Context: an optimization exercise on an open-source flow, tuned for small area, a short achievable clock period and few clock cycles per item. The choices shown serve that exercise and are no tape-out recipe.
Function was checked by simulation only, so behaviour that the tests miss may differ from the original.

// tv_div
module tv_div (
    input  logic        clk,
    input  logic        rst_n,
    input  logic        start,          
    input  logic        op_unsigned,    
    input  logic        op_rem,         
    input  logic [31:0] dividend,
    input  logic [31:0] divisor,
    output logic        busy,
    output logic        result_valid,
    output logic [31:0] result
);
  localparam int M  = 2;            
  localparam int LM = $clog2(M);
  localparam int DW = 32 + M - 1;   
  localparam logic [1:0] S_IDLE = 2'd0, S_ALIGN = 2'd1, S_ITER = 2'd2, S_DONE = 2'd3;
  logic [1:0]    state;
  logic [31:0]   r, q;
  logic [DW-1:0] d;
  logic [4:0]    cnt;
  logic          rem, neg;
  function automatic logic [5:0] lzc32(input logic [31:0] x);
    logic [15:0] v1; logic [15:0] c1;
    logic [7:0]  v2; logic [1:0] c2 [8];
    logic [3:0]  v3; logic [2:0] c3 [4];
    logic [1:0]  v4; logic [3:0] c4 [2];
    logic [4:0]  c5;
    for (int i = 0; i < 16; i++) begin
      v1[i] = x[2*i+1] | x[2*i];
      c1[i] = ~x[2*i+1];
    end
    for (int i = 0; i < 8; i++) begin
      v2[i] = v1[2*i+1] | v1[2*i];
      c2[i] = v1[2*i+1] ? {1'b0, c1[2*i+1]} : {1'b1, c1[2*i]};
    end
    for (int i = 0; i < 4; i++) begin
      v3[i] = v2[2*i+1] | v2[2*i];
  ...
Size in the first run: ~2,500 cells after synthesis, roughly 110 flip-flops, ~100 I/O pins.
==> flow/config.mk <==
export PLATFORM = sky130hd
export DESIGN_NAME = tv_div
export DESIGN_NICKNAME = tv_div
export VERILOG_FILES = /design/flow/design.v
export SDC_FILE = /design/flow/constraint.sdc
export NUM_CORES = 4
export LEC_CHECK = 0
export ABC_AREA = 1
export CAP_MARGIN = 20
export CORE_MARGIN = 2
export CORE_UTILIZATION = 40
export SETUP_SLACK_MARGIN = 2.5
export SLEW_MARGIN = 20
==> flow/constraint.sdc <==
create_clock -name core_clock -period 7.5 [get_ports {clk}]
set_input_delay 1.5000 -clock core_clock [delete_from_list [all_inputs] [get_ports {clk}]]
set_output_delay 1.5000 -clock core_clock [all_outputs]
set_load 0.01 [all_outputs]
standard.sh (not shown) runs the stock make flow with config.mk's settings and CLKGATE_MAP_FILE= SYNTH_SCRIPT=/design/flow/synth_recipe.tcl, a recipe that flattens the netlist after the stock synthesis.
==> flow/flow/run.sh <==
#!/bin/bash
# The standard layout, with the port buffers made of plain buffers (buf_2) instead of the
# default delay-buffer cell, and the resizer free to pick any cell footprint.
set -euo pipefail
bash standard.sh BUFFER_PORTS_ARGS="-buffer_cell sky130_fd_sc_hd__buf_2" MATCH_CELL_FOOTPRINT=0 finish > make_finish.log 2>&1
The starting point completed without violations.
Testbench counts at the start, summed over its fixed seeds: cycles 10,373, divides 2,400.
Rerun with:
==> flow/run.sh (new file) <==
#!/bin/bash
# synth_recipe.tcl (not shown) runs the flow's synth.tcl, then flattens the netlist and writes it again
# the make line also repeats each setting of config.mk as NAME=value (left out here)
make -C /OpenROAD-flow-scripts/flow DESIGN_CONFIG=/design/flow/config.mk WORK_HOME=/design/flow/orfs CLKGATE_MAP_FILE= SYNTH_SCRIPT=/design/flow/synth_recipe.tcl finish
--- a/flow/config.mk
+++ b/flow/config.mk
@@ -11,2 +11,3 @@
-export CORE_UTILIZATION = 40
-export SETUP_SLACK_MARGIN = 2.5
+export CORE_UTILIZATION = 60
+export PLACE_DENSITY = 0.7
+export SETUP_SLACK_MARGIN = 3.0
removed: flow/flow/run.sh
removed: flow/standard.sh
=> The changed run completed without violations. Via count went up by roughly a tenth. Hold slack stays flat. Global-route usage climbs by 12 points. Critical path depth increases by 6. Core utilization went up by 32 points. Register-to-register slack is better by 220 ps. Worst setup slack gains 220 ps. Synthesized area is unchanged.
Rerun with:
==> flow/flow/run.sh (new file) <==
#!/bin/bash
# The standard layout, with the port buffers made of plain buffers (buf_2) instead of the
# default delay-buffer cell, and the resizer free to pick any cell footprint.
set -euo pipefail
bash standard.sh BUFFER_PORTS_ARGS="-buffer_cell sky130_fd_sc_hd__buf_2" MATCH_CELL_FOOTPRINT=0 finish > make_finish.log 2>&1
==> flow/standard.sh (new file) <==
#!/bin/bash
# synth_recipe.tcl (not shown) runs the flow's synth.tcl, then flattens the netlist and writes it again
# the make line also repeats each setting of config.mk as NAME=value (left out here)
make -C /OpenROAD-flow-scripts/flow DESIGN_CONFIG=/design/flow/config.mk WORK_HOME=/design/flow/orfs CLKGATE_MAP_FILE= SYNTH_SCRIPT=/design/flow/synth_recipe.tcl "${@:-finish}"
--- a/flow/config.mk
+++ b/flow/config.mk
@@ -9 +9 @@
-export CAP_MARGIN = 20
+export CAP_MARGIN = 0
@@ -11,2 +11 @@
-export CORE_UTILIZATION = 60
-export PLACE_DENSITY = 0.7
+export CORE_UTILIZATION = 40
@@ -14 +13 @@
-export SLEW_MARGIN = 20
+export SLEW_MARGIN = 0
removed: flow/run.sh
The changed run produced a clean layout.
Fmax grows by 2.6%.
Worst hold slack barely changes.
Area after synthesis does not change.
Synthesized cell count does not change.
Cell count grows by 5.0%.
Global-route usage shrinks by 11 points.
Count of clock-buffer cells in the layout grows by 1.
Setup slack gains 120 ps.
Die area grows by 49%.
Rerun with:
--- a/flow/config.mk
+++ b/flow/config.mk
@@ -9 +9 @@
-export CAP_MARGIN = 0
+export CAP_MARGIN = 20
@@ -12,2 +12,3 @@
-export SETUP_SLACK_MARGIN = 3.0
-export SLEW_MARGIN = 0
+export GPL_ROUTABILITY_DRIVEN = 0
+export SETUP_SLACK_MARGIN = 2.5
+export SLEW_MARGIN = 20
After rerunning: Global-route usage goes down by 3.6 points; die area does not change; core utilization goes down by 4.2 points; register-to-register slack is worse by 350 ps; via count goes down slightly; synthesized area is unchanged; sequential share of layout area goes up by 0.72 points; cell area goes down by a little under a tenth; critical path depth goes down by 4; clock skew goes down by 8.1 ps.

* * *

Setup of build 30:
tv_div again, from the RTL that the note above started with.
Design tv_div, start of the top module:
module tv_div (
    input  logic        clk,
    input  logic        rst_n,
    input  logic        start,          
    input  logic        op_unsigned,    
    input  logic        op_rem,         
    input  logic [31:0] dividend,
    input  logic [31:0] divisor,
    output logic        busy,
    output logic        result_valid,
    output logic [31:0] result
);
  localparam int M  = 2;            
  localparam int LM = $clog2(M);
  localparam int DW = 32 + M - 1;   
  localparam logic [1:0] S_IDLE = 2'd0, S_ALIGN = 2'd1, S_ITER = 2'd2, S_DONE = 2'd3;
  logic [1:0]    state;
  logic [31:0]   r, q;
  logic [DW-1:0] d;
  logic [4:0]    cnt;
  logic          rem, neg;
  function automatic logic [5:0] lzc32(input logic [31:0] x);
    logic [15:0] v1; logic [15:0] c1;
    logic [7:0]  v2; logic [1:0] c2 [8];
    logic [3:0]  v3; logic [2:0] c3 [4];
    logic [1:0]  v4; logic [3:0] c4 [2];
    logic [4:0]  c5;
    for (int i = 0; i < 16; i++) begin
      v1[i] = x[2*i+1] | x[2*i];
      c1[i] = ~x[2*i+1];
    end
    for (int i = 0; i < 8; i++) begin
      v2[i] = v1[2*i+1] | v1[2*i];
      c2[i] = v1[2*i+1] ? {1'b0, c1[2*i+1]} : {1'b1, c1[2*i]};
    end
    for (int i = 0; i < 4; i++) begin
      v3[i] = v2[2*i+1] | v2[2*i];
      c3[i] = v2[2*i+1] ? {1'b0, c2[2*i+1]} : {1'b1, c2[2*i]};
    end
    for (int i = 0; i < 2; i++) begin
  ...
Settings: LEC_CHECK=0, CAP_MARGIN=20, CORE_MARGIN=2, CORE_UTILIZATION=40, SETUP_SLACK_MARGIN=3.0, SLEW_MARGIN=20; clock period 7.5 ns.
run.sh (not shown) runs the stock make flow with config.mk's settings and CLKGATE_MAP_FILE= SYNTH_SCRIPT=/design/flow/synth_recipe.tcl, a recipe that flattens the netlist after the stock synthesis.
Stock flow here: none of the scripts above is used.
Build 30 went all the way through the flow, and no timing, DRC or antenna check failed.
Testbench counts of build 30, summed over its fixed seeds: cycles 10,373, divides 2,400.
Input changes introduced in build 17 (baseline for comparison: build 30):
- ABC_AREA: unset -> 1
- SETUP_SLACK_MARGIN: 3.0 -> 2.0
==> flow/flow/run.sh (new file) <==
#!/bin/bash
# The standard layout, with the port buffers made of plain buffers (buf_2) instead of the
# default delay-buffer cell, and the resizer free to pick any cell footprint.
set -euo pipefail
bash standard.sh BUFFER_PORTS_ARGS="-buffer_cell sky130_fd_sc_hd__buf_2" MATCH_CELL_FOOTPRINT=0 finish > make_finish.log 2>&1
==> flow/standard.sh (new file) <==
#!/bin/bash
# synth_recipe.tcl (not shown) runs the flow's synth.tcl, then flattens the netlist and writes it again
# the make line also repeats each setting of config.mk as NAME=value (left out here)
make -C /OpenROAD-flow-scripts/flow DESIGN_CONFIG=/design/flow/config.mk WORK_HOME=/design/flow/orfs CLKGATE_MAP_FILE= SYNTH_SCRIPT=/design/flow/synth_recipe.tcl "${@:-finish}"
removed: flow/run.sh
Going from build 30 to build 17, routed wire length higher; cell area lower. Compared build 17 vs build 30, and largest fanout on the critical path is up in build 17.
> inputs changed (build 17 -> build 64)
- a change of SETUP_SLACK_MARGIN from 2.0 to 3.0
Build 64 | status: complete | timing, DRC, antenna: pass
Utilization delta for build 64 relative to build 17: 5.6 points higher
Comparing worst reg-to-reg path cell count for build 64 and build 17, the smaller number came from build 64.
Compared with build 17, in build 64 met1 routed wirelength after detailed routing picked up an extra 2.1%; cell count along the critical path shrank by about 3%.
Looking at library cell contributing the largest single delay on the critical path, the fa_2 result is from build 64; the dfxtp_1 one comes from build 17.
The timing endpoint of the critical path comes out r[13] in one run and r[8] in the other, namely in build 17 and build 64 respectively.
| fraction of the cycle the final worst path needs | higher: build 17 |
Of build 64 and build 17, build 64 shows the higher routing usage on met1, with build 17 below it.
Summary of build 64 over build 17: peak per-stage delay on the critical path moved down.
### build 64 -> build 46
- SETUP_SLACK_MARGIN removed (was 3.0)
==> flow/run.sh (new file) <==
#!/bin/bash
# synth_recipe.tcl (not shown) runs the flow's synth.tcl, then flattens the netlist and writes it again
# the make line also repeats each setting of config.mk as NAME=value (left out here)
make -C /OpenROAD-flow-scripts/flow DESIGN_CONFIG=/design/flow/config.mk WORK_HOME=/design/flow/orfs CLKGATE_MAP_FILE= SYNTH_SCRIPT=/design/flow/synth_recipe.tcl finish
removed: flow/flow/run.sh
removed: flow/standard.sh
==> comparison <==
- Looking at setup slack of the critical path after layout, build 46 sits 1.20 ns lower than build 64 does.
- Between build 64 and build 46, the difference in worst hold margin is negligible.
- Build 46 against build 64: share of layout cells above drive strength 1 fell by 16 points, via count of the routed design fell by about 4.3%, wire length on met2 fell by 3.2%, count of multi-input combinational gates stayed essentially flat.
- | relative slew slack | higher: build 64 |
- Build 46 vs build 64: number of antenna violations at the first check in global routing up
- Timing startpoint of the critical path = d[1]: build 46; timing startpoint of the critical path = r[8]: build 64

[what the ideal ports hide]
No port has a modelled driver above. Below, the same layouts with a new extraction and two added sets of constraints. Step 1 sets driving cells, clkbuf_16 on the clock port and buf_2 on the other inputs (assumed; they add their load-dependent delay and slew). Step 2 times the ports against the registers' clock, not the clock port: input delays grow and output delays shrink by t, the midpoint of the rising clock arrivals with the driver on. Three values: ideal, step 1, step 2; two values: the first two.
run | shift t [ns] | setup WS [ns] | hold slack, ns
the first run of note 1 | 0.446 | 2.674 / 2.674 / 2.674 | 0.484 / 0.484 / 0.484
the second run of note 1 | 0.411 | 2.890 / 2.890 / 2.890 | 0.487 / 0.487 / 0.487
the third run of note 1 | 0.442 | 3.008 / 3.008 / 3.008 | 0.486 / 0.486 / 0.486
the fourth run of note 1 | 0.420 | 2.657 / 2.657 / 2.657 | 0.482 / 0.482 / 0.482
build 30 | 0.410 | 1.774 / 1.774 / 1.774 | 0.468 / 0.468 / 0.468
build 17 | 0.443 | 2.294 / 2.294 / 2.294 | 0.483 / 0.483 / 0.483
build 64 | 0.442 | 3.008 / 3.008 / 3.008 | 0.486 / 0.486 / 0.486
build 46 | 0.434 | 1.806 / 1.806 / 1.806 | 0.488 / 0.488 / 0.488
After both steps setup and hold are still met in every run listed.
